What follows belongs to an exercise in optimizing a design on an open flow for small area, a short achievable clock period and few clock cycles per item; a production flow would make more cautious choices. At most, simulation tests tie the RTL to the original design; equivalence was not proved. Only the layout flow was run in runs 3 and 4; the RTL was not checked for function there. Power is estimated from default activity; no workload was simulated.

==> design.v <==
module timing_example #(
    parameter int INPUT_WIDTH   = 32,
    parameter int OUTPUT_WIDTH  = 8,
    parameter int COUNTER_WIDTH = 64,
    parameter int NUM_PIPELINES = 16
) (
    input  logic                                  clk,
    input  logic                                  rst,
    input  logic [               INPUT_WIDTH-1:0] data_in,
    input  logic                                  data_in_valid,
    input  logic [NUM_PIPELINES*OUTPUT_WIDTH-1:0] pipe_in,
    output logic                                  ready,
    output logic [              OUTPUT_WIDTH-1:0] data_out,
    output logic                                  data_out_valid,
    output logic [             COUNTER_WIDTH-1:0] count
);
  assign ready = 1'b1;
  logic [3:0] v_r;
  always_ff @(posedge clk or posedge rst) begin
    if (rst) v_r <= '0;
    else v_r <= {v_r[2:0], data_in_valid};
  end
  assign data_out_valid = v_r[3];
  logic [10:0] seg_all1, seg_cin;
  logic [63:0] count_nxt;
  cnt_seg #(.W(6)) u_cnt0 (.q(count[5:0]), .cin(seg_cin[0]), .d(count_nxt[5:0]), .all1(seg_all1[0]));
  cnt_seg #(.W(6)) u_cnt1 (.q(count[11:6]), .cin(seg_cin[1]), .d(count_nxt[11:6]), .all1(seg_all1[1]));
  cnt_seg #(.W(6)) u_cnt2 (.q(count[17:12]), .cin(seg_cin[2]), .d(count_nxt[17:12]), .all1(seg_all1[2]));
  cnt_seg #(.W(6)) u_cnt3 (.q(count[23:18]), .cin(seg_cin[3]), .d(count_nxt[23:18]), .all1(seg_all1[3]));
  cnt_seg #(.W(6)) u_cnt4 (.q(count[29:24]), .cin(seg_cin[4]), .d(count_nxt[29:24]), .all1(seg_all1[4]));
  cnt_seg #(.W(6)) u_cnt5 (.q(count[35:30]), .cin(seg_cin[5]), .d(count_nxt[35:30]), .all1(seg_all1[5]));
  cnt_seg #(.W(6)) u_cnt6 (.q(count[41:36]), .cin(seg_cin[6]), .d(count_nxt[41:36]), .all1(seg_all1[6]));
  cnt_seg #(.W(6)) u_cnt7 (.q(count[47:42]), .cin(seg_cin[7]), .d(count_nxt[47:42]), .all1(seg_all1[7]));
  cnt_seg #(.W(6)) u_cnt8 (.q(count[53:48]), .cin(seg_cin[8]), .d(count_nxt[53:48]), .all1(seg_all1[8]));
  cnt_seg #(.W(6)) u_cnt9 (.q(count[59:54]), .cin(seg_cin[9]), .d(count_nxt[59:54]), .all1(seg_all1[9]));
  cnt_seg #(.W(4)) u_cnt10 (.q(count[63:60]), .cin(seg_cin[10]), .d(count_nxt[63:60]), .all1(seg_all1[10]));
  assign seg_cin[0] = v_r[0];
  assign seg_cin[1] = v_r[0] & (&seg_all1[0:0]);
  assign seg_cin[2] = v_r[0] & (&seg_all1[1:0]);
  assign seg_cin[3] = v_r[0] & (&seg_all1[2:0]);
  assign seg_cin[4] = v_r[0] & (&seg_all1[3:0]);
  assign seg_cin[5] = v_r[0] & (&seg_all1[4:0]);
  assign seg_cin[6] = v_r[0] & (&seg_all1[5:0]);
  assign seg_cin[7] = v_r[0] & (&seg_all1[6:0]);
  assign seg_cin[8] = v_r[0] & (&seg_all1[7:0]);
  assign seg_cin[9] = v_r[0] & (&seg_all1[8:0]);
  assign seg_cin[10] = v_r[0] & (&seg_all1[9:0]);
  always_ff @(posedge clk or posedge rst) begin
    if (rst) count <= '0;
    else count <= count_nxt;
  end
  logic pas_0;
  logic pac_1;
  logic pas_2;
  logic pac_3;
  logic pas_4;
  logic pac_5;
  logic pas_6;
  logic pac_7;
  logic pas_8;
  logic pac_9;
  logic pas_10;
  logic pac_11;
  logic pas_12;
  logic pac_13;
  logic pas_14;
  logic pac_15;
  logic pas_16;
  logic pac_17;
  logic pas_18;
  logic pac_19;
  logic pas_20;
  logic pac_21;
  logic pas_22;
  logic pac_23;
  logic pas_24;
  logic pac_25;
  logic pas_26;
  logic pac_27;
  logic pas_28;
  logic pac_29;
  logic pas_30;
  logic pac_31;
  logic pas_32;
  logic pac_33;
  logic [14:0] x_r;
  logic pbs_34;
  logic pbc_35;
  logic pbs_36;
  logic pbc_37;
  logic pbs_38;
  logic pbc_39;
  logic pbs_40;
  logic pbc_41;
  logic pbs_42;
  logic pbc_43;
  logic pbs_44;
  logic pbc_45;
  logic pbs_46;
  logic pbc_47;
  logic [7:0] x2_r;
  logic pqs_48;
  logic pqc_49;
  logic pqs_50;
  logic pqc_51;
  logic [5:0] pc;
  logic [5:0] e;
  logic [2:0] b_one_r, b_two_r, b_neg_r;
  logic e5_r;
  logic sas_52;
  logic sac_53;
  logic sas_54;
  logic sac_55;
  logic sas_56;
  logic sac_57;
  logic sas_58;
  logic sac_59;
  logic sas_60;
  logic sac_61;
  logic sas_62;
  logic sac_63;
  logic sas_64;
  logic sac_65;
  logic sas_66;
  logic sac_67;
  logic sas_68;
  logic sac_69;
  logic sas_70;
  logic sac_71;
  logic sas_72;
  logic sac_73;
  logic sas_74;
  logic sac_75;
  logic sas_76;
  logic sac_77;
  logic sas_78;
  logic sac_79;
  logic sas_80;
  logic sac_81;
  logic sas_82;
  logic sac_83;
  logic sas_84;
  logic sac_85;
  logic sas_86;
  logic sac_87;
  logic sas_88;
  logic sac_89;
  logic sas_90;
  logic sac_91;
  logic sas_92;
  logic sac_93;
  logic sas_94;
  logic sac_95;
  logic sas_96;
  logic sac_97;
  logic sas_98;
  logic sac_99;
  logic sas_100;
  logic sac_101;
  logic sas_102;
  logic sac_103;
  logic sas_104;
  logic sac_105;
  logic sas_106;
  logic sac_107;
  logic sas_108;
  logic sac_109;
  logic sas_110;
  logic sac_111;
  logic sas_112;
  logic sac_113;
  logic sas_114;
  logic sac_115;
  logic sas_116;
  logic sac_117;
  logic sas_118;
  logic sac_119;
  logic sas_120;
  logic sac_121;
  logic sas_122;
  logic sac_123;
  logic sas_124;
  logic sac_125;
  logic sas_126;
  logic sac_127;
  logic sas_128;
  logic sac_129;
  logic sas_130;
  logic sac_131;
  logic sas_132;
  logic sac_133;
  logic sas_134;
  logic sac_135;
  logic sas_136;
  logic sac_137;
  logic sas_138;
  logic sac_139;
  logic sas_140;
  logic sac_141;
  logic sas_142;
  logic sac_143;
  logic sas_144;
  logic sac_145;
  logic sas_146;
  logic sas_147;
  logic sas_148;
  logic sas_149;
  logic sas_150;
  logic sas_151;
  logic sas_152;
  logic sas_153;
  logic sas_154;
  logic sas_155;
  logic sas_156;
  logic sas_157;
  logic sas_158;
  logic sas_159;
  logic sas_160;
  logic sas_161;
  logic sas_162;
  logic sas_163;
  logic sas_164;
  logic sas_165;
  logic [44:0] s1_r;
  logic sbs_166;
  logic sbc_167;
  logic sbs_168;
  logic sbc_169;
  logic sbs_170;
  logic sbc_171;
  logic sbs_172;
  logic sbc_173;
  logic sbs_174;
  logic sbc_175;
  logic sbs_176;
  logic sbc_177;
  logic sbs_178;
  logic sbc_179;
  logic sbs_180;
  logic sbc_181;
  logic sbs_182;
  logic sbc_183;
  logic sbs_184;
  logic sbc_185;
  logic sbs_186;
  logic sbs_187;
  logic sbc_188;
  logic sbs_189;
  logic sbc_190;
  logic sbs_191;
  logic sbc_192;
  logic sbs_193;
  logic sbc_194;
  logic sbs_195;
  logic sbc_196;
  logic sbs_197;
  logic sbc_198;
  logic sbs_199;
  logic sbc_200;
  logic sbs_201;
  logic sbc_202;
  logic sbs_203;
  logic sbc_204;
  logic sbs_205;
  logic sbs_206;
  logic sbc_207;
  logic sbs_208;
  logic sbc_209;
  logic sbs_210;
  logic sbc_211;
  logic sbs_212;
  logic sbc_213;
  logic sbs_214;
  logic sbs_215;
  logic sbc_216;
  logic sbs_217;
  logic sbc_218;
  logic sbs_219;
  logic sbc_220;
  logic sbs_221;
  logic [10:0] s2_r;
  logic [6:0] s_sum;
  logic [6:0] s_r;
  logic pp_222;
  logic pp_223;
  logic pp_224;
  logic pp_225;
  logic pp_226;
  logic pp_227;
  logic pp_228;
  logic pp_229;
  logic pp_230;
  logic pp_231;
  logic pp_232;
  logic pp_233;
  logic pp_234;
  logic pp_235;
  logic pp_236;
  logic pp_237;
  logic ms_238;
  logic mc_239;
  logic ms_240;
  logic mc_241;
  logic ms_242;
  logic ms_243;
  logic mc_244;
  logic ms_245;
  logic mc_246;
  logic ms_247;
  logic mc_248;
  logic ms_249;
  logic mc_250;
  logic ms_251;
  logic [6:0] y;
  logic [6:0] y_r;
  fa_cell u_pa0 (.a(data_in[0]), .b(data_in[1]), .c(data_in[2]), .s(pas_0), .co(pac_1));
  fa_cell u_pa1 (.a(data_in[3]), .b(data_in[4]), .c(data_in[5]), .s(pas_2), .co(pac_3));
  fa_cell u_pa2 (.a(data_in[6]), .b(data_in[7]), .c(data_in[8]), .s(pas_4), .co(pac_5));
  fa_cell u_pa3 (.a(data_in[9]), .b(data_in[10]), .c(data_in[11]), .s(pas_6), .co(pac_7));
  fa_cell u_pa4 (.a(data_in[12]), .b(data_in[13]), .c(data_in[14]), .s(pas_8), .co(pac_9));
  fa_cell u_pa5 (.a(data_in[15]), .b(data_in[16]), .c(data_in[17]), .s(pas_10), .co(pac_11));
  fa_cell u_pa6 (.a(data_in[18]), .b(data_in[19]), .c(data_in[20]), .s(pas_12), .co(pac_13));
  fa_cell u_pa7 (.a(data_in[21]), .b(data_in[22]), .c(data_in[23]), .s(pas_14), .co(pac_15));
  fa_cell u_pa8 (.a(data_in[24]), .b(data_in[25]), .c(data_in[26]), .s(pas_16), .co(pac_17));
  fa_cell u_pa9 (.a(data_in[27]), .b(data_in[28]), .c(data_in[29]), .s(pas_18), .co(pac_19));
  fa_cell u_pa10 (.a(data_in[30]), .b(data_in[31]), .c(pas_0), .s(pas_20), .co(pac_21));
  fa_cell u_pa11 (.a(pas_2), .b(pas_4), .c(pas_6), .s(pas_22), .co(pac_23));
  fa_cell u_pa12 (.a(pas_8), .b(pas_10), .c(pas_12), .s(pas_24), .co(pac_25));
  fa_cell u_pa13 (.a(pas_14), .b(pas_16), .c(pas_18), .s(pas_26), .co(pac_27));
  fa_cell u_pa14 (.a(pac_1), .b(pac_3), .c(pac_5), .s(pas_28), .co(pac_29));
  fa_cell u_pa15 (.a(pac_7), .b(pac_9), .c(pac_11), .s(pas_30), .co(pac_31));
  fa_cell u_pa16 (.a(pac_13), .b(pac_15), .c(pac_17), .s(pas_32), .co(pac_33));
  always_ff @(posedge clk) x_r[0] <= pas_20;
  always_ff @(posedge clk) x_r[1] <= pas_22;
  always_ff @(posedge clk) x_r[2] <= pas_24;
  always_ff @(posedge clk) x_r[3] <= pas_26;
  always_ff @(posedge clk) x_r[4] <= pac_19;
  always_ff @(posedge clk) x_r[5] <= pac_21;
  always_ff @(posedge clk) x_r[6] <= pac_23;
  always_ff @(posedge clk) x_r[7] <= pac_25;
  always_ff @(posedge clk) x_r[8] <= pac_27;
  always_ff @(posedge clk) x_r[9] <= pas_28;
  always_ff @(posedge clk) x_r[10] <= pas_30;
  always_ff @(posedge clk) x_r[11] <= pas_32;
  always_ff @(posedge clk) x_r[12] <= pac_29;
  always_ff @(posedge clk) x_r[13] <= pac_31;
  always_ff @(posedge clk) x_r[14] <= pac_33;
  fa_cell u_pb17 (.a(x_r[0]), .b(x_r[1]), .c(x_r[2]), .s(pbs_34), .co(pbc_35));
  fa_cell u_pb18 (.a(x_r[4]), .b(x_r[5]), .c(x_r[6]), .s(pbs_36), .co(pbc_37));
  fa_cell u_pb19 (.a(x_r[7]), .b(x_r[8]), .c(x_r[9]), .s(pbs_38), .co(pbc_39));
  fa_cell u_pb20 (.a(x_r[12]), .b(x_r[13]), .c(x_r[14]), .s(pbs_40), .co(pbc_41));
  fa_cell u_pb21 (.a(pbc_35), .b(pbs_36), .c(pbs_38), .s(pbs_42), .co(pbc_43));
  fa_cell u_pb22 (.a(pbc_37), .b(pbc_39), .c(pbs_40), .s(pbs_44), .co(pbc_45));
  fa_cell u_pb23 (.a(pbs_42), .b(x_r[10]), .c(x_r[11]), .s(pbs_46), .co(pbc_47));
  always_ff @(posedge clk) x2_r[0] <= pbs_34;
  always_ff @(posedge clk) x2_r[1] <= x_r[3];
  always_ff @(posedge clk) x2_r[2] <= pbs_46;
  always_ff @(posedge clk) x2_r[3] <= pbc_47;
  always_ff @(posedge clk) x2_r[4] <= pbc_43;
  always_ff @(posedge clk) x2_r[5] <= pbs_44;
  always_ff @(posedge clk) x2_r[6] <= pbc_45;
  always_ff @(posedge clk) x2_r[7] <= pbc_41;
  assign pqs_48 = x2_r[3] ^ x2_r[4];
  assign pqc_49 = x2_r[3] & x2_r[4];
  assign pqs_50 = x2_r[6] ^ x2_r[7];
  assign pqc_51 = x2_r[6] & x2_r[7];
  assign pc = {1'b0, pqc_51, pqs_50, x2_r[5], x2_r[2], x2_r[0]} + {1'b0, 1'b0, pqc_49, pqs_48, 1'b0, x2_r[1]};
  assign e = {pc[5] ^ ~pc[4], ~pc[4], pc[3:0]};
  always_ff @(posedge clk) e5_r <= e[5];
  always_ff @(posedge clk) begin
    for (int k = 0; k < 3; k++) begin
      logic lo, mid, hi;
      lo  = (k == 0) ? 1'b0 : e[2*k-1];
      mid = e[2*k];
      hi  = e[2*k+1];
      b_one_r[k] <= mid ^ lo;
      b_two_r[k] <= (hi & ~mid & ~lo) | (~hi & mid & lo);
      b_neg_r[k] <= hi & ~(mid & lo);
    end
  end
  fa_cell u_sa24 (.a(pipe_in[0]), .b(pipe_in[8]), .c(pipe_in[16]), .s(sas_52), .co(sac_53));
  fa_cell u_sa25 (.a(pipe_in[24]), .b(pipe_in[32]), .c(pipe_in[40]), .s(sas_54), .co(sac_55));
  fa_cell u_sa26 (.a(pipe_in[48]), .b(pipe_in[56]), .c(pipe_in[64]), .s(sas_56), .co(sac_57));
  fa_cell u_sa27 (.a(pipe_in[72]), .b(pipe_in[80]), .c(pipe_in[88]), .s(sas_58), .co(sac_59));
  fa_cell u_sa28 (.a(pipe_in[96]), .b(pipe_in[104]), .c(pipe_in[112]), .s(sas_60), .co(sac_61));
  fa_cell u_sa29 (.a(pipe_in[120]), .b(sas_52), .c(sas_54), .s(sas_62), .co(sac_63));
  fa_cell u_sa30 (.a(sas_56), .b(sas_58), .c(sas_60), .s(sas_64), .co(sac_65));
  fa_cell u_sa31 (.a(pipe_in[1]), .b(pipe_in[9]), .c(pipe_in[17]), .s(sas_66), .co(sac_67));
  fa_cell u_sa32 (.a(pipe_in[25]), .b(pipe_in[33]), .c(pipe_in[41]), .s(sas_68), .co(sac_69));
  fa_cell u_sa33 (.a(pipe_in[49]), .b(pipe_in[57]), .c(pipe_in[65]), .s(sas_70), .co(sac_71));
  fa_cell u_sa34 (.a(pipe_in[73]), .b(pipe_in[81]), .c(pipe_in[89]), .s(sas_72), .co(sac_73));
  fa_cell u_sa35 (.a(pipe_in[97]), .b(pipe_in[105]), .c(pipe_in[113]), .s(sas_74), .co(sac_75));
  fa_cell u_sa36 (.a(pipe_in[121]), .b(sac_53), .c(sac_55), .s(sas_76), .co(sac_77));
  fa_cell u_sa37 (.a(sac_57), .b(sac_59), .c(sac_61), .s(sas_78), .co(sac_79));
  fa_cell u_sa38 (.a(sas_66), .b(sas_68), .c(sas_70), .s(sas_80), .co(sac_81));
  fa_cell u_sa39 (.a(pipe_in[2]), .b(pipe_in[10]), .c(pipe_in[18]), .s(sas_82), .co(sac_83));
  fa_cell u_sa40 (.a(pipe_in[26]), .b(pipe_in[34]), .c(pipe_in[42]), .s(sas_84), .co(sac_85));
  fa_cell u_sa41 (.a(pipe_in[50]), .b(pipe_in[58]), .c(pipe_in[66]), .s(sas_86), .co(sac_87));
  fa_cell u_sa42 (.a(pipe_in[74]), .b(pipe_in[82]), .c(pipe_in[90]), .s(sas_88), .co(sac_89));
  fa_cell u_sa43 (.a(pipe_in[98]), .b(pipe_in[106]), .c(pipe_in[114]), .s(sas_90), .co(sac_91));
  fa_cell u_sa44 (.a(pipe_in[122]), .b(sac_67), .c(sac_69), .s(sas_92), .co(sac_93));
  fa_cell u_sa45 (.a(sac_71), .b(sac_73), .c(sac_75), .s(sas_94), .co(sac_95));
  fa_cell u_sa46 (.a(sas_82), .b(sas_84), .c(sas_86), .s(sas_96), .co(sac_97));
  fa_cell u_sa47 (.a(pipe_in[3]), .b(pipe_in[11]), .c(pipe_in[19]), .s(sas_98), .co(sac_99));
  fa_cell u_sa48 (.a(pipe_in[27]), .b(pipe_in[35]), .c(pipe_in[43]), .s(sas_100), .co(sac_101));
  fa_cell u_sa49 (.a(pipe_in[51]), .b(pipe_in[59]), .c(pipe_in[67]), .s(sas_102), .co(sac_103));
  fa_cell u_sa50 (.a(pipe_in[75]), .b(pipe_in[83]), .c(pipe_in[91]), .s(sas_104), .co(sac_105));
  fa_cell u_sa51 (.a(pipe_in[99]), .b(pipe_in[107]), .c(pipe_in[115]), .s(sas_106), .co(sac_107));
  fa_cell u_sa52 (.a(pipe_in[123]), .b(sac_83), .c(sac_85), .s(sas_108), .co(sac_109));
  fa_cell u_sa53 (.a(sac_87), .b(sac_89), .c(sac_91), .s(sas_110), .co(sac_111));
  fa_cell u_sa54 (.a(sas_98), .b(sas_100), .c(sas_102), .s(sas_112), .co(sac_113));
  fa_cell u_sa55 (.a(pipe_in[4]), .b(pipe_in[12]), .c(pipe_in[20]), .s(sas_114), .co(sac_115));
  fa_cell u_sa56 (.a(pipe_in[28]), .b(pipe_in[36]), .c(pipe_in[44]), .s(sas_116), .co(sac_117));
  fa_cell u_sa57 (.a(pipe_in[52]), .b(pipe_in[60]), .c(pipe_in[68]), .s(sas_118), .co(sac_119));
  fa_cell u_sa58 (.a(pipe_in[76]), .b(pipe_in[84]), .c(pipe_in[92]), .s(sas_120), .co(sac_121));
  fa_cell u_sa59 (.a(pipe_in[100]), .b(pipe_in[108]), .c(pipe_in[116]), .s(sas_122), .co(sac_123));
  fa_cell u_sa60 (.a(pipe_in[124]), .b(sac_99), .c(sac_101), .s(sas_124), .co(sac_125));
  fa_cell u_sa61 (.a(sac_103), .b(sac_105), .c(sac_107), .s(sas_126), .co(sac_127));
  fa_cell u_sa62 (.a(sas_114), .b(sas_116), .c(sas_118), .s(sas_128), .co(sac_129));
  fa_cell u_sa63 (.a(pipe_in[5]), .b(pipe_in[13]), .c(pipe_in[21]), .s(sas_130), .co(sac_131));
  fa_cell u_sa64 (.a(pipe_in[29]), .b(pipe_in[37]), .c(pipe_in[45]), .s(sas_132), .co(sac_133));
  fa_cell u_sa65 (.a(pipe_in[53]), .b(pipe_in[61]), .c(pipe_in[69]), .s(sas_134), .co(sac_135));
  fa_cell u_sa66 (.a(pipe_in[77]), .b(pipe_in[85]), .c(pipe_in[93]), .s(sas_136), .co(sac_137));
  fa_cell u_sa67 (.a(pipe_in[101]), .b(pipe_in[109]), .c(pipe_in[117]), .s(sas_138), .co(sac_139));
  fa_cell u_sa68 (.a(pipe_in[125]), .b(sac_115), .c(sac_117), .s(sas_140), .co(sac_141));
  fa_cell u_sa69 (.a(sac_119), .b(sac_121), .c(sac_123), .s(sas_142), .co(sac_143));
  fa_cell u_sa70 (.a(sas_130), .b(sas_132), .c(sas_134), .s(sas_144), .co(sac_145));
  assign sas_146 = pipe_in[6] ^ pipe_in[14];
  assign sas_147 = pipe_in[22] ^ pipe_in[30];
  assign sas_148 = pipe_in[38] ^ pipe_in[46];
  assign sas_149 = pipe_in[54] ^ pipe_in[62];
  assign sas_150 = pipe_in[70] ^ pipe_in[78];
  assign sas_151 = pipe_in[86] ^ pipe_in[94];
  assign sas_152 = pipe_in[102] ^ pipe_in[110];
  assign sas_153 = pipe_in[118] ^ pipe_in[126];
  assign sas_154 = sas_146 ^ sas_147;
  assign sas_155 = sas_148 ^ sas_149;
  assign sas_156 = sas_150 ^ sas_151;
  assign sas_157 = sas_152 ^ sas_153;
  assign sas_158 = sas_154 ^ sas_155;
  assign sas_159 = sas_156 ^ sas_157;
  assign sas_160 = sac_131 ^ sac_133;
  assign sas_161 = sac_135 ^ sac_137;
  assign sas_162 = sac_139 ^ sas_158;
  assign sas_163 = sas_159 ^ sas_160;
  assign sas_164 = sas_161 ^ sac_141;
  assign sas_165 = sas_162 ^ sas_163;
  always_ff @(posedge clk) s1_r[0] <= sas_62;
  always_ff @(posedge clk) s1_r[1] <= sas_64;
  always_ff @(posedge clk) s1_r[2] <= sas_72;
  always_ff @(posedge clk) s1_r[3] <= sas_74;
  always_ff @(posedge clk) s1_r[4] <= sas_76;
  always_ff @(posedge clk) s1_r[5] <= sac_63;
  always_ff @(posedge clk) s1_r[6] <= sac_65;
  always_ff @(posedge clk) s1_r[7] <= sas_78;
  always_ff @(posedge clk) s1_r[8] <= sas_80;
  always_ff @(posedge clk) s1_r[9] <= sas_88;
  always_ff @(posedge clk) s1_r[10] <= sas_90;
  always_ff @(posedge clk) s1_r[11] <= sac_77;
  always_ff @(posedge clk) s1_r[12] <= sac_79;
  always_ff @(posedge clk) s1_r[13] <= sas_92;
  always_ff @(posedge clk) s1_r[14] <= sac_81;
  always_ff @(posedge clk) s1_r[15] <= sas_94;
  always_ff @(posedge clk) s1_r[16] <= sas_96;
  always_ff @(posedge clk) s1_r[17] <= sas_104;
  always_ff @(posedge clk) s1_r[18] <= sas_106;
  always_ff @(posedge clk) s1_r[19] <= sac_93;
  always_ff @(posedge clk) s1_r[20] <= sac_95;
  always_ff @(posedge clk) s1_r[21] <= sas_108;
  always_ff @(posedge clk) s1_r[22] <= sac_97;
  always_ff @(posedge clk) s1_r[23] <= sas_110;
  always_ff @(posedge clk) s1_r[24] <= sas_112;
  always_ff @(posedge clk) s1_r[25] <= sas_120;
  always_ff @(posedge clk) s1_r[26] <= sas_122;
  always_ff @(posedge clk) s1_r[27] <= sac_109;
  always_ff @(posedge clk) s1_r[28] <= sac_111;
  always_ff @(posedge clk) s1_r[29] <= sas_124;
  always_ff @(posedge clk) s1_r[30] <= sac_113;
  always_ff @(posedge clk) s1_r[31] <= sas_126;
  always_ff @(posedge clk) s1_r[32] <= sas_128;
  always_ff @(posedge clk) s1_r[33] <= sas_136;
  always_ff @(posedge clk) s1_r[34] <= sas_138;
  always_ff @(posedge clk) s1_r[35] <= sac_125;
  always_ff @(posedge clk) s1_r[36] <= sac_127;
  always_ff @(posedge clk) s1_r[37] <= sas_140;
  always_ff @(posedge clk) s1_r[38] <= sac_129;
  always_ff @(posedge clk) s1_r[39] <= sas_142;
  always_ff @(posedge clk) s1_r[40] <= sas_144;
  always_ff @(posedge clk) s1_r[41] <= sac_143;
  always_ff @(posedge clk) s1_r[42] <= sac_145;
  always_ff @(posedge clk) s1_r[43] <= sas_164;
  always_ff @(posedge clk) s1_r[44] <= sas_165;
  fa_cell u_sb71 (.a(s1_r[2]), .b(s1_r[3]), .c(s1_r[4]), .s(sbs_166), .co(sbc_167));
  fa_cell u_sb72 (.a(s1_r[5]), .b(s1_r[6]), .c(s1_r[7]), .s(sbs_168), .co(sbc_169));
  fa_cell u_sb73 (.a(s1_r[9]), .b(s1_r[10]), .c(s1_r[11]), .s(sbs_170), .co(sbc_171));
  fa_cell u_sb74 (.a(s1_r[12]), .b(s1_r[13]), .c(s1_r[14]), .s(sbs_172), .co(sbc_173));
  fa_cell u_sb75 (.a(s1_r[17]), .b(s1_r[18]), .c(s1_r[19]), .s(sbs_174), .co(sbc_175));
  fa_cell u_sb76 (.a(s1_r[20]), .b(s1_r[21]), .c(s1_r[22]), .s(sbs_176), .co(sbc_177));
  fa_cell u_sb77 (.a(s1_r[25]), .b(s1_r[26]), .c(s1_r[27]), .s(sbs_178), .co(sbc_179));
  fa_cell u_sb78 (.a(s1_r[28]), .b(s1_r[29]), .c(s1_r[30]), .s(sbs_180), .co(sbc_181));
  fa_cell u_sb79 (.a(s1_r[33]), .b(s1_r[34]), .c(s1_r[35]), .s(sbs_182), .co(sbc_183));
  fa_cell u_sb80 (.a(s1_r[36]), .b(s1_r[37]), .c(s1_r[38]), .s(sbs_184), .co(sbc_185));
  assign sbs_186 = s1_r[41] ^ s1_r[42] ^ s1_r[43];
  fa_cell u_sb81 (.a(sbs_166), .b(sbs_168), .c(s1_r[8]), .s(sbs_187), .co(sbc_188));
  fa_cell u_sb82 (.a(sbc_167), .b(sbc_169), .c(sbs_170), .s(sbs_189), .co(sbc_190));
  fa_cell u_sb83 (.a(sbs_172), .b(s1_r[15]), .c(s1_r[16]), .s(sbs_191), .co(sbc_192));
  fa_cell u_sb84 (.a(sbc_171), .b(sbc_173), .c(sbs_174), .s(sbs_193), .co(sbc_194));
  fa_cell u_sb85 (.a(sbs_176), .b(s1_r[23]), .c(s1_r[24]), .s(sbs_195), .co(sbc_196));
  fa_cell u_sb86 (.a(sbc_175), .b(sbc_177), .c(sbs_178), .s(sbs_197), .co(sbc_198));
  fa_cell u_sb87 (.a(sbs_180), .b(s1_r[31]), .c(s1_r[32]), .s(sbs_199), .co(sbc_200));
  fa_cell u_sb88 (.a(sbc_179), .b(sbc_181), .c(sbs_182), .s(sbs_201), .co(sbc_202));
  fa_cell u_sb89 (.a(sbs_184), .b(s1_r[39]), .c(s1_r[40]), .s(sbs_203), .co(sbc_204));
  assign sbs_205 = sbc_183 ^ sbc_185 ^ sbs_186;
  fa_cell u_sb90 (.a(sbc_188), .b(sbs_189), .c(sbs_191), .s(sbs_206), .co(sbc_207));
  fa_cell u_sb91 (.a(sbc_190), .b(sbc_192), .c(sbs_193), .s(sbs_208), .co(sbc_209));
  fa_cell u_sb92 (.a(sbc_194), .b(sbc_196), .c(sbs_197), .s(sbs_210), .co(sbc_211));
  fa_cell u_sb93 (.a(sbc_198), .b(sbc_200), .c(sbs_201), .s(sbs_212), .co(sbc_213));
  assign sbs_214 = sbc_202 ^ sbc_204 ^ sbs_205;
  fa_cell u_sb94 (.a(sbc_207), .b(sbs_208), .c(sbs_195), .s(sbs_215), .co(sbc_216));
  fa_cell u_sb95 (.a(sbc_209), .b(sbs_210), .c(sbs_199), .s(sbs_217), .co(sbc_218));
  fa_cell u_sb96 (.a(sbc_211), .b(sbs_212), .c(sbs_203), .s(sbs_219), .co(sbc_220));
  assign sbs_221 = sbc_213 ^ sbs_214 ^ s1_r[44];
  always_ff @(posedge clk) s2_r[0] <= s1_r[0];
  always_ff @(posedge clk) s2_r[1] <= s1_r[1];
  always_ff @(posedge clk) s2_r[2] <= sbs_187;
  always_ff @(posedge clk) s2_r[3] <= sbs_206;
  always_ff @(posedge clk) s2_r[4] <= sbs_215;
  always_ff @(posedge clk) s2_r[5] <= sbc_216;
  always_ff @(posedge clk) s2_r[6] <= sbs_217;
  always_ff @(posedge clk) s2_r[7] <= sbc_218;
  always_ff @(posedge clk) s2_r[8] <= sbs_219;
  always_ff @(posedge clk) s2_r[9] <= sbc_220;
  always_ff @(posedge clk) s2_r[10] <= sbs_221;
  assign s_sum = {s2_r[9], s2_r[7], s2_r[5], s2_r[4], s2_r[3], s2_r[2], s2_r[0]} + {s2_r[10], s2_r[8], s2_r[6], 1'b0, 1'b0, 1'b0, s2_r[1]};
  always_ff @(posedge clk) s_r <= s_sum;
  assign pp_222 = ((b_one_r[0] & s_r[0]) | (b_two_r[0] & 1'b0)) ^ b_neg_r[0];
  assign pp_223 = ((b_one_r[0] & s_r[1]) | (b_two_r[0] & s_r[0])) ^ b_neg_r[0];
  assign pp_224 = ((b_one_r[0] & s_r[2]) | (b_two_r[0] & s_r[1])) ^ b_neg_r[0];
  assign pp_225 = ((b_one_r[0] & s_r[3]) | (b_two_r[0] & s_r[2])) ^ b_neg_r[0];
  assign pp_226 = ((b_one_r[0] & s_r[4]) | (b_two_r[0] & s_r[3])) ^ b_neg_r[0];
  assign pp_227 = ((b_one_r[0] & s_r[5]) | (b_two_r[0] & s_r[4])) ^ b_neg_r[0];
  assign pp_228 = ((b_one_r[0] & s_r[6]) | (b_two_r[0] & s_r[5])) ^ b_neg_r[0];
  assign pp_229 = ((b_one_r[1] & s_r[0]) | (b_two_r[1] & 1'b0)) ^ b_neg_r[1];
  assign pp_230 = ((b_one_r[1] & s_r[1]) | (b_two_r[1] & s_r[0])) ^ b_neg_r[1];
  assign pp_231 = ((b_one_r[1] & s_r[2]) | (b_two_r[1] & s_r[1])) ^ b_neg_r[1];
  assign pp_232 = ((b_one_r[1] & s_r[3]) | (b_two_r[1] & s_r[2])) ^ b_neg_r[1];
  assign pp_233 = ((b_one_r[1] & s_r[4]) | (b_two_r[1] & s_r[3])) ^ b_neg_r[1];
  assign pp_234 = ((b_one_r[2] & s_r[0]) | (b_two_r[2] & 1'b0)) ^ b_neg_r[2];
  assign pp_235 = ((b_one_r[2] & s_r[1]) | (b_two_r[2] & s_r[0])) ^ b_neg_r[2];
  assign pp_236 = ((b_one_r[2] & s_r[2]) | (b_two_r[2] & s_r[1])) ^ b_neg_r[2];
  assign pp_237 = e5_r & s_r[0];
  assign ms_238 = pp_226 ^ pp_231;
  assign mc_239 = pp_226 & pp_231;
  assign ms_240 = pp_227 ^ pp_232;
  assign mc_241 = pp_227 & pp_232;
  assign ms_242 = pp_228 ^ pp_233 ^ pp_236;
  assign ms_243 = pp_224 ^ pp_229;
  assign mc_244 = pp_224 & pp_229;
  assign ms_245 = pp_225 ^ pp_230;
  assign mc_246 = pp_225 & pp_230;
  fa_cell u_m97 (.a(pp_234), .b(b_neg_r[2]), .c(ms_238), .s(ms_247), .co(mc_248));
  fa_cell u_m98 (.a(pp_235), .b(ms_240), .c(mc_239), .s(ms_249), .co(mc_250));
  assign ms_251 = pp_237 ^ ms_242 ^ mc_241;
  assign y = {ms_251, ms_249, ms_247, ms_245, b_neg_r[1], pp_223, pp_222} + {mc_250, mc_248, mc_246, mc_244, ms_243, 1'b0, b_neg_r[0]};
  always_ff @(posedge clk) y_r <= y;
  assign data_out = {y_r, 1'b0};
endmodule
module fa_cell (
    input  logic a,
    input  logic b,
    input  logic c,
    output logic s,
    output logic co
);
  assign s  = a ^ b ^ c;
  assign co = (a & b) | (a & c) | (b & c);
endmodule
module cnt_seg #(
    parameter int W = 8
) (
    input  logic [W-1:0] q,
    input  logic         cin,
    output logic [W-1:0] d,
    output logic         all1
);
  logic [W:0] c;
  always_comb begin
    c[0] = cin;
    for (int i = 0; i < W; i++) begin
      d[i]   = q[i] ^ c[i];
      c[i+1] = q[i] & c[i];
    end
  end
  assign all1 = &q;
endmodule
==> config.mk <==
export PLATFORM = sky130hd
export DESIGN_NAME = timing_example
export DESIGN_NICKNAME = timing_example
export VERILOG_FILES = /design/flow/design.v
export SDC_FILE = /design/flow/constraint.sdc
export NUM_CORES = 4
export LEC_CHECK = 0
export CAP_MARGIN = 20
export CORE_MARGIN = 2
export CORE_UTILIZATION = 40
export SLEW_MARGIN = 20
export SYNTH_HIERARCHICAL = 1
export SYNTH_MINIMUM_KEEP_SIZE = 0
==> constraint.sdc <==
create_clock -name core_clock -period 8.0 [get_ports {clk}]
set_input_delay 1.6000 -clock core_clock [delete_from_list [all_inputs] [get_ports {clk}]]
set_output_delay 1.6000 -clock core_clock [all_outputs]
set_load 0.01 [all_outputs]
==> flow/run.sh <==
#!/bin/bash
# Standard synthesis, then the standard layout with these changes: ports are
# buffered with buf_1, clock tree synthesis adds no dummy loads, and the timing
# repair after global routing aims at a tighter setup margin than the 8 ns clock
# asks for, fixing only the worst paths by resizing and pin swaps.
set -euo pipefail
bash standard.sh synth > synth.log 2>&1
export BUFFER_PORTS_ARGS="-buffer_cell sky130_fd_sc_hd__buf_1"
export CTS_ARGS="-sink_clustering_enable -repair_clock_nets -dont_use_dummy_load -buf_list {sky130_fd_sc_hd__clkbuf_4 sky130_fd_sc_hd__clkbuf_8}"
bash standard.sh cts > layout_to_cts.log 2>&1
export SETUP_SLACK_MARGIN=5.5
export TNS_END_PERCENT=0
export SETUP_MOVE_SEQUENCE="sizeup,swap"
bash standard.sh > layout.log 2>&1
==> standard.sh <==
#!/bin/bash
# synth_recipe.tcl (not shown) runs the flow's synth.tcl, then flattens the netlist and writes it again
# the make line also repeats each setting of config.mk as NAME=value (left out here)
make -C /OpenROAD-flow-scripts/flow DESIGN_CONFIG=/design/flow/config.mk WORK_HOME=/design/flow/orfs CLKGATE_MAP_FILE= SYNTH_SCRIPT=/design/flow/synth_recipe.tcl "${@:-finish}"
==> flow_summary.yaml, run 1 <==
worst_hold_path:
  min_path_type: "flop to flop"
  hold_path_depth: 0
  hold_start: "x_r[3]$_DFF_P_"
  hold-path-endpoint: "x2_r[1]$_DFF_P_"
cts:
  cts_sinks: 171
  tritoncts: "built"
  cts.clk_slew.worst_paths_ps: 70
  clock_path_buffers: 2
  cts_made_buffers: 17
  cts_root_buf: "clkbuf_8"
  h-tree-depth: 4
  clk_latency_ps: 440
  postCtsSetupBuffers: 0
power:
  switching_share_pct: 35.3
  vdd_drop_max_mv: 0.236
  p_switching_mw: 1.16
  p_comb_share_pct: 48.5
  p_total_mw: 3.28
  p_clk_share_pct: 13.5
  p_int_mw: 2.12
  p_per_area_nw_per_um2: 354
  p_leak_nw: 4.19
  p_seq_share_pct: 38.0
setup_path:
  worstReg2RegStart: "count[8]$_DFF_PP0_"
  cp-end-kind: "flop"
  startpoint_type: "input port"
  crit_type: "input port to flop"
  r2r_end: "count[47]$_DFF_PP0_"
  max_stage_delay_ps: 450
  critPathRequiredTime_ps: 8350
  r2r_setup_slack_ps: 5470
  critical_path.cell_chain: "buf_1, fa_1, xor2_1, xnor2_1, xnor2_1, xnor2_1, xnor2_1"
  worstPathMaxFanout: 1
  reg2regPathDepth: 12
  crit_arrival_ps: 2970
  crit_path_frequent_cell: "xnor2_1"
  cp_slowest_cell: "fa_1"
global_route:
  grt_usage_pct: 14.4
  grt_pass1_wl_um: 22800
  antenna_found_initial: 0
  grt_max_degree: 69
  grt_pass1_vias: 4817
  overflow: 0
drt:
  first_pass_iters: 6
  wl_per_cell_um: 14.0
  wl_met1_um: 5940
  wl_met3_um: 691
  routed_wl_um: 14100
  vias: 4438
  via_per_inst: 4.39
  antenna_left: 0
  top_layer_used: "met4"
  first_iter_violations: 88
  wl_met2_um: 7260
  remaining_drc_errors: 0
finish:
  stdcell_count: 1011
  num-fill-cells: 1784
  final_cell_area_sq_um: 9260
  nets: 1087
  syn2layout_area_growth_pct: 17.7
  fin_util_pct: 47.7
  diodes: 0
  drive_gt1_share_pct: 4.83
timing:
  rsz0062_at_grt: "true"
  max_freq_ghz: 0.382
  finalClockSkew_ps: 30.4
  layout_setup_ws_ps: 5380
  period_share_pct: 32.8
  hold_violations: 0
  setup-violations-final: 0
  slew_viol_final: 0
  finalCriticalPeriod_ps: 2620
  fin_tns_setup_ps: 0
  worst_pin_slew_ps: 823
  slew-limit-headroom_pct: 45.1
  whs_ps: 329
synth:
  yosysWarnings: 9
  synth_cells: 514
  synth_nets: 853
  synth_area_per_cell_sq_um: 15.3
  synth.cell_area_sq_um: 7870
placed_design:
  hpwl_um: 12000
  placed_area_sq_um: 9000
  dp_slack_ps: 4880
  numPlacedInstances: 994
  io_buffer_count: 218
  place.gp.congestion: 0.829
status:
  status: "timing/DRC/antenna clean"
die:
  io_pins: 237
  die_x_um: 144
  die_h_um: 144
  fp.coreArea_sq_um: 19400
  die_area_sq_um: 20800
  row_count: 51
  initial_core_util_pct: 40.6
run:
  cap_viol_max_count: 0
[state kept, by name (all words and copies together) (netlist names), 4 cells and up]
name and cells:
count 64, s1_r 45, s2_r 11, s_r 7
v_r 4, x2_r 8, x_r 15, y_r 7
[final cells by class]
class | count | area, sq um | area share [%]
clock buffers | 17 | 234 | 2.53
repair buffers | 219 | 848 | 9.16
flip-flops and latches | 171 | 3760 | 40.6
inverters | 5 | 18.8 | 0.203
well taps | 265 | 332 | 3.58
multi-input cells | 334 | 4070 | 43.9
[what timing repair did]
action | CTS | global route
endpoints found under the setup margin | 0 | 86
resized for setup | 0 | 18
hold buffers | 0 | 0
[worst max-delay path: cells and delay by family]
| family | cells | cell delay, ps |
|---|---|---|
| buffers and inverters | 1 | 90 |
| adder cells (fa/ha/maj) | 1 | 450 |
| XOR/XNOR | 5 | 830 |
[cell usage in the layout, fill, tap and decap left out, drive strengths merged, types with 3 or more instances in the layout]
| cell type | count |
|---|---|
| inv | 5 |
| a31oi | 3 |
| a22oi | 12 |
| and2 | 4 |
| fa | 99 |
| nand2 | 18 |
| a21oi | 5 |
| xor2 | 21 |
| buf | 207 |
| ha | 77 |
| nor2b | 3 |
| and3 | 5 |
| clkbuf | 29 |
| dfrtp | 68 |
| nand4 | 10 |
| nor2 | 13 |
| xnor2 | 52 |
| dfxtp | 103 |
[worst max-delay path by stage]
stage,from,end,slack [ps],depth (start not counted)
3_5_place_dp,pipe_in[101],s1_r[44]$_DFF_P_,4880,7
3_3_place_gp,pipe_in[101],s1_r[44]$_DFF_P_,4900,7
5_1_grt,count[35]$_DFF_PP0_,count[35],5310,1
6_report,pipe_in[101],s1_r[44]$_DFF_P_,5380,7
4_1_cts,count[35]$_DFF_PP0_,count[35],5320,1
2_1_floorplan,rst,count[0]$_DFF_PP0_,4690,1
[power groups by stage]
stage          Clock, mW  Combinational, mW  Sequential (mW)
2_1_floorplan          0               1.28             1.24
3_3_place_gp           0               1.59             1.26
3_5_place_dp           0               1.63             1.27
4_1_cts            0.468               1.64             1.25
5_1_grt            0.501               1.87             1.27
6_report           0.441               1.59             1.25
[metal layers]
layer  vias up  GRT usage, %
met2       150          24.7
met1      2130          17.8
li1       2146             -
met5         -             0
met4         0          4.70
met3        12          3.77
Testbench counts, summed over its fixed seeds: cycles 1,632, items 1,600.
==> run 2, diff against run 1 <==
==> flow/run.sh (replaced) <==
#!/bin/bash
# Standard synthesis, then the standard layout with two changes: ports are
# buffered with buf_1, and clock tree synthesis adds no dummy loads.
set -euo pipefail
bash standard.sh synth > synth.log 2>&1
export BUFFER_PORTS_ARGS="-buffer_cell sky130_fd_sc_hd__buf_1"
export CTS_ARGS="-sink_clustering_enable -repair_clock_nets -dont_use_dummy_load -buf_list {sky130_fd_sc_hd__clkbuf_4 sky130_fd_sc_hd__clkbuf_8}"
bash standard.sh > layout.log 2>&1
==> run 2 against run 1 <==
Net effect: final cell count unchanged; synthesized cell count unchanged; design area down 0.32%; sequential power is essentially flat; worst hold slack is essentially flat; routed wire length about the same; area after synthesis stayed put; still clean on timing, DRC and antenna; global-route usage unchanged; largest power group unchanged; register-to-register slack got worse by 60 ps; core utilization shrank 0.15 points; clock skew about the same.
==> flow_summary.yaml, run 2 <==
timing:
  slew-limit-headroom_pct: 45.2
  period_share_pct: 32.7
  rsz0062_at_grt: "false"
  hold_violations: 0
  finalClockSkew_ps: 30.4
  setup-violations-final: 0
  slew_viol_final: 0
  finalCriticalPeriod_ps: 2620
  worst_pin_slew_ps: 823
  max_freq_ghz: 0.382
  fin_tns_setup_ps: 0
finish:
  drive_gt1_share_pct: 2.82
  syn2layout_area_growth_pct: 17.3
  top_regs: "count (64), s1_r (45), x_r (15)"
  largest_reg_flops: 64
  nets: 1087
  diodes: 0
  stdcell_count: 1011
  layout_common_cells: "218 x buf_1, 103 x dfxtp_1, 99 x fa_1, 77 x ha_1, 68 x dfrtp_1"
  final_common_cell: "buf_1"
  regMostFlops: "count"
placed_design:
  hpwl_um: 12000
  numPlacedInstances: 994
  io_buffer_count: 218
  place.gp.congestion: 0.829
cts:
  postCtsSetupBuffers: 0
  hold_buffers: 0
  cts_sinks: 171
  cts_made_buffers: 17
  cts.clk_slew.worst_paths_ps: 70
  clock_path_buffers: 2
  h-tree-depth: 4
  tritoncts: "built"
  cts_root_buf: "clkbuf_8"
  cts-resized-gates: 0
  clk_latency_ps: 440
setup_path:
  critical_path.cell_chain: "buf_1, fa_1, xor2_1, xnor2_1, xnor2_1, xnor2_1, xnor2_1"
  crit_type: "input port to flop"
  critPathRequiredTime_ps: 8350
  cp_slowest_cell: "fa_1"
  crit_path_frequent_cell: "xnor2_1"
  crit_arrival_ps: 2970
  cp-end-kind: "flop"
  startpoint_type: "input port"
  worstPathMaxFanout: 1
  max_stage_delay_ps: 450
power:
  p_leak_nw: 4.15
  p_per_area_nw_per_um2: 355
  vdd_drop_max_mv: 0.236
drt:
  first_pass_iters: 6
  wl_per_cell_um: 14.0
  vias: 4413
  routed_wl_um: 14100
  first_iter_violations: 70
  remaining_drc_errors: 0
  antenna_left: 0
  via_per_inst: 4.36
die:
  die_area_sq_um: 20800
  fp.coreArea_sq_um: 19400
  io_pins: 237
  die_h_um: 144
  initial_core_util_pct: 40.6
  die_x_um: 144
  row_count: 51
global_route:
  grt_pass1_vias: 4817
  grt_pass1_wl_um: 22800
  overflow: 0
  antenna_found_initial: 0
  grt_usage_pct: 14.4
  grt_max_degree: 69
synth:
  yosysWarnings: 9
  synth_nets: 853
  synth.cell_area_sq_um: 7870
  synth_cells: 514
  synth_area_per_cell_sq_um: 15.3
status:
  status: "timing/DRC/antenna clean"
worst_hold_path:
  min_path_type: "flop to flop"
run:
  cap_viol_max_count: 0
## run 2: critical path: cells and delay by family
| kind | cells | cell delay [ps] |
|---|---|---|
| XOR/XNOR | 5 | 830 |
| buffers and inverters | 1 | 90 |
| adder cells (fa/ha/maj) | 1 | 450 |
## run 2: area by class of cell
class | count | area, sq um
fillers | 1786 | 10200
well taps | 265 | 332
inverters | 5 | 18.8
clock buffers | 17 | 234
multi-input cells | 334 | 4060
repair buffers | 219 | 826
flip-flops and latches | 171 | 3760
## run 2: final timing paths
check	startpoint	endpoint	slack, ps	depth (start not counted)
worst max-delay path	pipe_in[101]	s1_r[44]$_DFF_P_	5380	7
worst min-delay path	x_r[3]$_DFF_P_	x2_r[1]$_DFF_P_	330	0
worst max register to register	count[3]$_DFF_PP0_	count[53]$_DFF_PP0_	5410	12
worst min register to register	x_r[3]$_DFF_P_	x2_r[1]$_DFF_P_	330	0
max in group asynchronous	rst	count[34]$_DFF_PP0_	6070	3
min in group asynchronous	rst	v_r[2]$_DFF_PP0_	1380	3
## run 2: through the flow
step | utilization [%] | instance area [sq um] | hold WS (ps) | power (mW) | setup slack [ps]
floorplan | - | 7870 | 310 | 2.52 | 4690
global placement | 46.4 | 9000 | 316 | 2.85 | 4900
detailed placement | 46.4 | 9000 | 313 | 2.90 | 4880
CTS | 47.6 | 9230 | 330 | 3.36 | 5320
global route | 47.6 | 9230 | 352 | 3.64 | 5190
finish | 47.6 | 9230 | 329 | 3.28 | 5380
## run 2: layer usage
metal / global-route usage, % / wire length (um) / vias up / share of wire (%)
met4: 4.70 / 218 / 0 / 1.5
met1: 17.8 / 5960 / 2109 / 42
met2: 24.7 / 7260 / 144 / 51
li1: - / - / 2148 / -
met3: 3.77 / 675 / 12 / 4.8
met5: 0 / 0 / - / 0
## run 2: power by group
part,internal (mW),total [mW],switching (mW)
logic,0.823,1.59,0.765
registers,1.11,1.25,0.139
clock network,0.188,0.442,0.254
total,2.12,3.28,1.16
==> run 3, diff against run 2 <==
--- a/design.v
+++ b/design.v
@@ -17,5 +17,5 @@
   assign ready = 1'b1;
   logic [3:0] v_r;
-  always_ff @(posedge clk or posedge rst) begin
+  always_ff @(posedge clk) begin
     if (rst) v_r <= '0;
     else v_r <= {v_r[2:0], data_in_valid};
@@ -35,16 +35,50 @@
   cnt_seg #(.W(6)) u_cnt9 (.q(count[59:54]), .cin(seg_cin[9]), .d(count_nxt[59:54]), .all1(seg_all1[9]));
   cnt_seg #(.W(4)) u_cnt10 (.q(count[63:60]), .cin(seg_cin[10]), .d(count_nxt[63:60]), .all1(seg_all1[10]));
+  logic pf_1_1;
+  and2_cell u_pf0 (.a(v_r[0]), .b(seg_all1[0]), .y(pf_1_1));
+  logic pf_1_3;
+  and2_cell u_pf1 (.a(seg_all1[1]), .b(seg_all1[2]), .y(pf_1_3));
+  logic pf_1_5;
+  and2_cell u_pf2 (.a(seg_all1[3]), .b(seg_all1[4]), .y(pf_1_5));
+  logic pf_1_7;
+  and2_cell u_pf3 (.a(seg_all1[5]), .b(seg_all1[6]), .y(pf_1_7));
+  logic pf_1_9;
+  and2_cell u_pf4 (.a(seg_all1[7]), .b(seg_all1[8]), .y(pf_1_9));
+  logic pf_2_2;
+  and2_cell u_pf5 (.a(pf_1_1), .b(seg_all1[1]), .y(pf_2_2));
+  logic pf_2_3;
+  and2_cell u_pf6 (.a(pf_1_1), .b(pf_1_3), .y(pf_2_3));
+  logic pf_2_6;
+  and2_cell u_pf7 (.a(pf_1_5), .b(seg_all1[5]), .y(pf_2_6));
+  logic pf_2_7;
+  and2_cell u_pf8 (.a(pf_1_5), .b(pf_1_7), .y(pf_2_7));
+  logic pf_2_10;
+  and2_cell u_pf9 (.a(pf_1_9), .b(seg_all1[9]), .y(pf_2_10));
+  logic pf_4_4;
+  and2_cell u_pf10 (.a(pf_2_3), .b(seg_all1[3]), .y(pf_4_4));
+  logic pf_4_5;
+  and2_cell u_pf11 (.a(pf_2_3), .b(pf_1_5), .y(pf_4_5));
+  logic pf_4_6;
+  and2_cell u_pf12 (.a(pf_2_3), .b(pf_2_6), .y(pf_4_6));
+  logic pf_4_7;
+  and2_cell u_pf13 (.a(pf_2_3), .b(pf_2_7), .y(pf_4_7));
+  logic pf_8_8;
+  and2_cell u_pf14 (.a(pf_4_7), .b(seg_all1[7]), .y(pf_8_8));
+  logic pf_8_9;
+  and2_cell u_pf15 (.a(pf_4_7), .b(pf_1_9), .y(pf_8_9));
+  logic pf_8_10;
+  and2_cell u_pf16 (.a(pf_4_7), .b(pf_2_10), .y(pf_8_10));
   assign seg_cin[0] = v_r[0];
-  assign seg_cin[1] = v_r[0] & (&seg_all1[0:0]);
-  assign seg_cin[2] = v_r[0] & (&seg_all1[1:0]);
-  assign seg_cin[3] = v_r[0] & (&seg_all1[2:0]);
-  assign seg_cin[4] = v_r[0] & (&seg_all1[3:0]);
-  assign seg_cin[5] = v_r[0] & (&seg_all1[4:0]);
-  assign seg_cin[6] = v_r[0] & (&seg_all1[5:0]);
-  assign seg_cin[7] = v_r[0] & (&seg_all1[6:0]);
-  assign seg_cin[8] = v_r[0] & (&seg_all1[7:0]);
-  assign seg_cin[9] = v_r[0] & (&seg_all1[8:0]);
-  assign seg_cin[10] = v_r[0] & (&seg_all1[9:0]);
-  always_ff @(posedge clk or posedge rst) begin
+  assign seg_cin[1] = pf_1_1;
+  assign seg_cin[2] = pf_2_2;
+  assign seg_cin[3] = pf_2_3;
+  assign seg_cin[4] = pf_4_4;
+  assign seg_cin[5] = pf_4_5;
+  assign seg_cin[6] = pf_4_6;
+  assign seg_cin[7] = pf_4_7;
+  assign seg_cin[8] = pf_8_8;
+  assign seg_cin[9] = pf_8_9;
+  assign seg_cin[10] = pf_8_10;
+  always_ff @(posedge clk) begin
     if (rst) count <= '0;
     else count <= count_nxt;
@@ -426,24 +460,24 @@
   fa_cell u_sa69 (.a(sac_119), .b(sac_121), .c(sac_123), .s(sas_142), .co(sac_143));
   fa_cell u_sa70 (.a(sas_130), .b(sas_132), .c(sas_134), .s(sas_144), .co(sac_145));
-  assign sas_146 = pipe_in[6] ^ pipe_in[14];
-  assign sas_147 = pipe_in[22] ^ pipe_in[30];
-  assign sas_148 = pipe_in[38] ^ pipe_in[46];
-  assign sas_149 = pipe_in[54] ^ pipe_in[62];
-  assign sas_150 = pipe_in[70] ^ pipe_in[78];
-  assign sas_151 = pipe_in[86] ^ pipe_in[94];
-  assign sas_152 = pipe_in[102] ^ pipe_in[110];
-  assign sas_153 = pipe_in[118] ^ pipe_in[126];
-  assign sas_154 = sas_146 ^ sas_147;
-  assign sas_155 = sas_148 ^ sas_149;
-  assign sas_156 = sas_150 ^ sas_151;
-  assign sas_157 = sas_152 ^ sas_153;
-  assign sas_158 = sas_154 ^ sas_155;
-  assign sas_159 = sas_156 ^ sas_157;
-  assign sas_160 = sac_131 ^ sac_133;
-  assign sas_161 = sac_135 ^ sac_137;
-  assign sas_162 = sac_139 ^ sas_158;
-  assign sas_163 = sas_159 ^ sas_160;
-  assign sas_164 = sas_161 ^ sac_141;
-  assign sas_165 = sas_162 ^ sas_163;
+  xor_cell u_sax0 (.a(pipe_in[6]), .b(pipe_in[14]), .y(sas_146));
+  xor_cell u_sax1 (.a(pipe_in[22]), .b(pipe_in[30]), .y(sas_147));
+  xor_cell u_sax2 (.a(pipe_in[38]), .b(pipe_in[46]), .y(sas_148));
+  xor_cell u_sax3 (.a(pipe_in[54]), .b(pipe_in[62]), .y(sas_149));
+  xor_cell u_sax4 (.a(pipe_in[70]), .b(pipe_in[78]), .y(sas_150));
+  xor_cell u_sax5 (.a(pipe_in[86]), .b(pipe_in[94]), .y(sas_151));
+  xor_cell u_sax6 (.a(pipe_in[102]), .b(pipe_in[110]), .y(sas_152));
+  xor_cell u_sax7 (.a(pipe_in[118]), .b(pipe_in[126]), .y(sas_153));
+  xor_cell u_sax8 (.a(sas_146), .b(sas_147), .y(sas_154));
+  xor_cell u_sax9 (.a(sas_148), .b(sas_149), .y(sas_155));
+  xor_cell u_sax10 (.a(sas_150), .b(sas_151), .y(sas_156));
+  xor_cell u_sax11 (.a(sas_152), .b(sas_153), .y(sas_157));
+  xor_cell u_sax12 (.a(sas_154), .b(sas_155), .y(sas_158));
+  xor_cell u_sax13 (.a(sas_156), .b(sas_157), .y(sas_159));
+  xor_cell u_sax14 (.a(sac_131), .b(sac_133), .y(sas_160));
+  xor_cell u_sax15 (.a(sac_135), .b(sac_137), .y(sas_161));
+  xor_cell u_sax16 (.a(sac_139), .b(sas_158), .y(sas_162));
+  xor_cell u_sax17 (.a(sas_159), .b(sas_160), .y(sas_163));
+  xor_cell u_sax18 (.a(sas_161), .b(sac_141), .y(sas_164));
+  xor_cell u_sax19 (.a(sas_162), .b(sas_163), .y(sas_165));
   always_ff @(posedge clk) s1_r[0] <= sas_62;
   always_ff @(posedge clk) s1_r[1] <= sas_64;
@@ -576,4 +610,18 @@
   assign co = (a & b) | (a & c) | (b & c);
 endmodule
+module xor_cell (
+    input  logic a,
+    input  logic b,
+    output logic y
+);
+  assign y = a ^ b;
+endmodule
+module and2_cell (
+    input  logic a,
+    input  logic b,
+    output logic y
+);
+  assign y = a & b;
+endmodule
 module cnt_seg #(
     parameter int W = 8
==> run 3 against run 2 <==
Net effect: total power decreased by 2.0%; sequential share of layout area decreased by 4.3 points; clock skew about the same; first-iteration DRC count increased by 24%; clock power increased by 2%.
==> flow_summary.yaml, run 3 <==
status:
  status: "timing/DRC/antenna clean"
placed_design:
  placed_area_sq_um: 9140
  io_buffer_count: 218
  dp_slack_ps: 5120
  place.gp.congestion: 0.753
  hpwl_um: 11600
  numPlacedInstances: 1067
cts:
  postCtsSetupBuffers: 0
  cts_root_buf: "clkbuf_8"
  cts_sinks: 171
  cts_made_buffers: 17
  clock_path_buffers: 2
  cts.clk_slew.worst_paths_ps: 90
  clk_latency_ps: 450
  h-tree-depth: 4
  cts-resized-gates: 0
  hold_buffers: 0
  tritoncts: "built"
global_route:
  grt_pass1_vias: 5126
  grt_usage_pct: 14.5
  grt_max_degree: 69
  antenna_found_initial: 0
  overflow: 0
  grt_pass1_wl_um: 24300
worst_hold_path:
  hold_path_depth: 0
  min_path_type: "flop to flop"
  hold-path-endpoint: "s2_r[1]$_DFF_P_"
  hold_start: "s1_r[1]$_DFF_P_"
timing:
  rsz0062_at_grt: "false"
  setup-violations-final: 0
  slew_viol_final: 0
  period_share_pct: 32.8
  fin_tns_setup_ps: 0
  max_freq_ghz: 0.381
  finalCriticalPeriod_ps: 2620
  finalClockSkew_ps: 30.8
  worst_pin_slew_ps: 686
  hold_violations: 0
  slew-limit-headroom_pct: 54.3
  layout_setup_ws_ps: 5380
drt:
  remaining_drc_errors: 0
  first_iter_violations: 87
  first_pass_iters: 4
  wl_per_cell_um: 13.1
  via_per_inst: 4.37
  routed_wl_um: 14200
  antenna_left: 0
  vias: 4736
power:
  p_comb_share_pct: 48.3
  switching_share_pct: 35.0
  p_leak_nw: 3.97
  p_int_mw: 2.09
  p_switching_mw: 1.12
  vdd_drop_max_mv: 0.257
  p_seq_share_pct: 37.6
  p_total_mw: 3.21
  p_clk_share_pct: 14.0
  p_per_area_nw_per_um2: 343
setup_path:
  cp-end-kind: "flop"
  worstReg2RegStart: "count[3]$_SDFF_PP0_"
  reg2regPathDepth: 13
  r2r_setup_slack_ps: 5380
  critPathRequiredTime_ps: 8280
  r2r_end: "count[53]$_SDFF_PP0_"
  worstPathMaxFanout: 5
  startpoint_type: "flop"
  crit_type: "flop to flop"
  crit_arrival_ps: 2910
  startpoint: "count[3]$_SDFF_PP0_"
synth:
  synth.cell_area_sq_um: 8040
  yosysWarnings: 9
  synth_area_per_cell_sq_um: 13.5
  synth_nets: 933
  synth_cells: 594
finish:
  largest_reg_flops: 64
  stdcell_count: 1084
  diodes: 0
  syn2layout_area_growth_pct: 16.7
  num-fill-cells: 1845
  layout_common_cells: "217 x buf_1, 171 x dfxtp_1, 99 x fa_1, 77 x ha_1, 71 x nor2b_1"
  regMostFlops: "count"
  final_cell_area_sq_um: 9380
  drive_gt1_share_pct: 2.81
  final_common_cell: "buf_1"
  top_regs: "count (64), s1_r (45), x_r (15)"
  nets: 1160
die:
  io_pins: 237
  initial_core_util_pct: 41.0
  fp.coreArea_sq_um: 19600
  die_x_um: 146
  row_count: 51
  die_area_sq_um: 21200
  die_h_um: 146
run:
  cap_viol_max_count: 0
[run 3: changes by cell type in the layout (fill, tap and decap cells not counted), sizes merged, moves of 2 or more]
| cell | delta |
|---|---|
| and2 | +13 |
| nand2 | -2 |
| xnor2 | -17 |
| dfxtp | +68 |
| nor2b | +68 |
| and3 | -3 |
| xor2 | +17 |
| dfrtp | -68 |
| inv | -2 |
[run 3: power groups by stage]
stage	registers [mW]	clock network [mW]	logic, mW
floorplan	1.20	0	1.29
global placement	1.23	0	1.56
detailed placement	1.23	0	1.59
CTS	1.21	0.478	1.60
global route	1.24	0.513	1.83
finish	1.21	0.450	1.55
[run 3: cell type report]
type / count / area, sq um / area share, %
Multi-Input combinational cell: 409 / 4550 / 48.5
Sequential cell: 171 / 3420 / 36.5
Clock buffer: 17 / 234 / 2.50
Tap cell: 265 / 332 / 3.54
Timing Repair Buffer: 219 / 827 / 8.82
Inverter: 3 / 11.3 / 0.120
[run 3: metrics by stage]
step | hold slack (ps) | util [%]
2_1_floorplan | 310 | -
3_3_place_gp | 312 | 46.7
3_5_place_dp | 313 | 46.7
4_1_cts | 327 | 47.9
5_1_grt | 332 | 47.9
6_report | 321 | 47.9
[run 3: critical path, stage by stage (launching register included)]
cell and delay, ps:
dfxtp_1 340, nand4_1 100, nor2_1 40, and2_1 150
and2_1 250, and2_1 250, and2_1 180, ha_1 180
ha_1 190, ha_1 180, ha_1 180, ha_1 180
xor2_1 130, nor2b_1 120
[run 3: metal layers]
| layer | share of wire (%) | vias to the layer above | GRT usage [%] |
|---|---|---|---|
| li1 | - | 2366 | - |
| met2 | 49 | 147 | 24.4 |
| met3 | 5.3 | 19 | 3.54 |
| met1 | 44 | 2204 | 18.1 |
| met4 | 1.7 | 0 | 5.34 |
| met5 | 0 | - | 0 |
[run 3: worst max path at each step]
| stage | to | slack [ps] | depth (start not counted) |
|---|---|---|---|
| after floorplan | s1_r[43]$_DFF_P_ | 5280 | 3 |
| after global placement | s1_r[8]$_DFF_P_ | 5120 | 3 |
| after detailed placement | s1_r[8]$_DFF_P_ | 5120 | 3 |
| after CTS | count[23] | 5330 | 1 |
| after global routing | count[53]$_SDFF_PP0_ | 5210 | 13 |
| final | count[53]$_SDFF_PP0_ | 5380 | 13 |
==> run 4, diff against run 3 <==
--- a/design.v
+++ b/design.v
@@ -17,5 +17,5 @@
   assign ready = 1'b1;
   logic [3:0] v_r;
-  always_ff @(posedge clk) begin
+  always_ff @(posedge clk or posedge rst) begin
     if (rst) v_r <= '0;
     else v_r <= {v_r[2:0], data_in_valid};
@@ -80,5 +80,5 @@
   assign seg_cin[9] = pf_8_9;
   assign seg_cin[10] = pf_8_10;
-  always_ff @(posedge clk) begin
+  always_ff @(posedge clk or posedge rst) begin
     if (rst) count <= '0;
     else count <= count_nxt;
==> run 4 against run 3 <==
Net effect: largest power group unchanged; design area shrank 0.88%; maximum frequency shrank 0.83%; synthesized cell count shrank 12%; core utilization shrank 0.11 points; routed wire length shrank 0.68%; sequential share of layout area grew 4.0 points.
==> flow_summary.yaml, run 4 <==
status:
  status: "timing/DRC/antenna clean"
run:
  cap_viol_max_count: 0
cts:
  cts-resized-gates: 0
  cts_sinks: 171
  cts_root_buf: "clkbuf_8"
  clk_latency_ps: 440
  clock_path_buffers: 2
  cts_made_buffers: 17
  postCtsSetupBuffers: 0
  cts.clk_slew.worst_paths_ps: 70
  h-tree-depth: 4
  hold_buffers: 0
  tritoncts: "built"
setup_path:
  reg2regPathDepth: 12
  crit_type: "flop to output pin"
  critPathRequiredTime_ps: 6400
  cp_slowest_cell: "dfrtp_1"
  startpoint_type: "flop"
  crit_buf_inv: 1
  worstReg2RegStart: "count[4]$_DFF_PP0_"
  worstPathMaxFanout: 3
  critical_path.cell_chain: "buf_1"
  r2r_setup_slack_ps: 5490
  crit_arrival_ps: 1050
  critPathTopFamily: "flip-flops"
  r2r_end: "count[59]$_DFF_PP0_"
  max_stage_delay_ps: 380
  cp-end-kind: "output pin"
synth:
  yosysWarnings: 9
  synth_cells: 520
  synth.cell_area_sq_um: 7930
  synth_nets: 859
  synth_area_per_cell_sq_um: 15.2
worst_hold_path:
  min_path_type: "flop to flop"
  hold-path-endpoint: "s2_r[1]$_DFF_P_"
  hold_start: "s1_r[1]$_DFF_P_"
  hold_path_depth: 0
die:
  die_x_um: 145
  fp.coreArea_sq_um: 19500
  die_area_sq_um: 21000
  row_count: 51
  io_pins: 237
  initial_core_util_pct: 40.7
  die_h_um: 145
power:
  p_clk_share_pct: 13.3
  p_leak_nw: 4.19
  p_switching_mw: 1.16
  p_int_mw: 2.13
  p_comb_share_pct: 48.8
  p_seq_share_pct: 37.9
  vdd_drop_max_mv: 0.198
  p_per_area_nw_per_um2: 354
  switching_share_pct: 35.3
global_route:
  grt_max_degree: 69
  overflow: 0
  antenna_found_initial: 0
  grt_pass1_vias: 5049
  grt_pass1_wl_um: 22600
  grt_usage_pct: 14.2
drt:
  via_per_inst: 4.49
  wl_per_cell_um: 13.8
  first_pass_iters: 4
  antenna_left: 0
  routed_wl_um: 14100
  remaining_drc_errors: 0
  vias: 4564
  first_iter_violations: 124
finish:
  drive_gt1_share_pct: 3.06
  syn2layout_area_growth_pct: 17.2
  top_regs: "count (64), s1_r (45), x_r (15)"
  nets: 1093
  largest_reg_flops: 64
  layout_common_cells: "218 x buf_1, 103 x dfxtp_1, 99 x fa_1, 77 x ha_1, 68 x dfrtp_1"
  final_common_cell: "buf_1"
  regMostFlops: "count"
  diodes: 0
  stdcell_count: 1017
placed_design:
  place.gp.congestion: 0.825
  numPlacedInstances: 1000
  io_buffer_count: 218
  hpwl_um: 11900
timing:
  finalCriticalPeriod_ps: 2650
  setup-violations-final: 0
  period_share_pct: 33.1
  hold_violations: 0
  fin_tns_setup_ps: 0
  slew_viol_final: 0
  worst_pin_slew_ps: 849
  finalClockSkew_ps: 28.1
  slew-limit-headroom_pct: 43.4
  rsz0062_at_grt: "false"
  max_freq_ghz: 0.378
[run 4: area by class of cell]
| class | instances | area (sq um) |
|---|---|---|
| sequential | 171 | 3760 |
| multi-input combinational | 341 | 4120 |
| tap | 265 | 332 |
| inverter | 4 | 15.0 |
| clock buffer | 17 | 234 |
| fill | 1765 | 10200 |
| timing repair buffer | 219 | 826 |
[run 4: power by group through the flow]
stage / sequential [mW] / combinational (mW) / clock (mW)
after global routing: 1.27 / 1.86 / 0.497
after global placement: 1.26 / 1.60 / 0
after floorplan: 1.24 / 1.30 / 0
after detailed placement: 1.26 / 1.63 / 0
after CTS: 1.25 / 1.65 / 0.466
final: 1.25 / 1.60 / 0.439
[run 4: worst max path at each step]
stage	cells after the start	endpoint	slack (ps)	start
2_1_floorplan	1	count[0]$_DFF_PP0_	4690	rst
3_3_place_gp	3	s1_r[8]$_DFF_P_	5130	pipe_in[1]
3_5_place_dp	3	s1_r[8]$_DFF_P_	5100	pipe_in[1]
4_1_cts	1	count[5]	5310	count[5]$_DFF_PP0_
5_1_grt	1	count[5]	5280	count[5]$_DFF_PP0_
6_report	1	count[35]	5350	count[35]$_DFF_PP0_
[run 4: stage by stage]
stage | hold slack, ps | setup WS [ps] | utilization [%] | total power [mW] | cell area, sq um
5_1_grt | 342 | 5280 | 47.7 | 3.63 | 9290
2_1_floorplan | 310 | 4690 | - | 2.54 | 7930
3_3_place_gp | 316 | 5130 | 46.5 | 2.86 | 9060
6_report | 333 | 5350 | 47.7 | 3.29 | 9290
4_1_cts | 340 | 5310 | 47.7 | 3.36 | 9290
3_5_place_dp | 318 | 5100 | 46.5 | 2.90 | 9060
[run 4: per-layer routing]
metal  GRT usage [%]  part of all wire (%)
met5               0                     0
met1            16.0                    39
met3            3.39                   5.6
met2            25.0                    52
met4            7.10                   2.8

==> separate check: timing with driven ports <==
How much do the figures lean on ideal ports? The routed layouts below were timed once more, with nothing changed but the port constraints.
Step 1, drivers: a clkbuf_16 drives clk and a buf_2 each remaining input, both assumed.
Step 2 also shifts input and output timing later by t, the mid clock arrival at the registers, as if the neighbouring blocks saw the same clock.
Slacks: no drivers / after step 1 / after step 2; pairs: no drivers / after step 1.
run	t, ns	setup WS [ns]	pins driven straight from the clock port
run 1	0.463	5.380 / 5.344 / 4.936	1
run 2	0.463	5.380 / 5.342 / 4.937	1
run 3	0.472	5.375 / 5.337 / 5.128	1
run 4	0.473	5.353 / 5.315 / 5.114	1
After both steps every run listed still meets setup and hold. The setup slack of run 1, which loses most, moves by -0.036 ns with the drivers and by -0.444 ns with both steps.
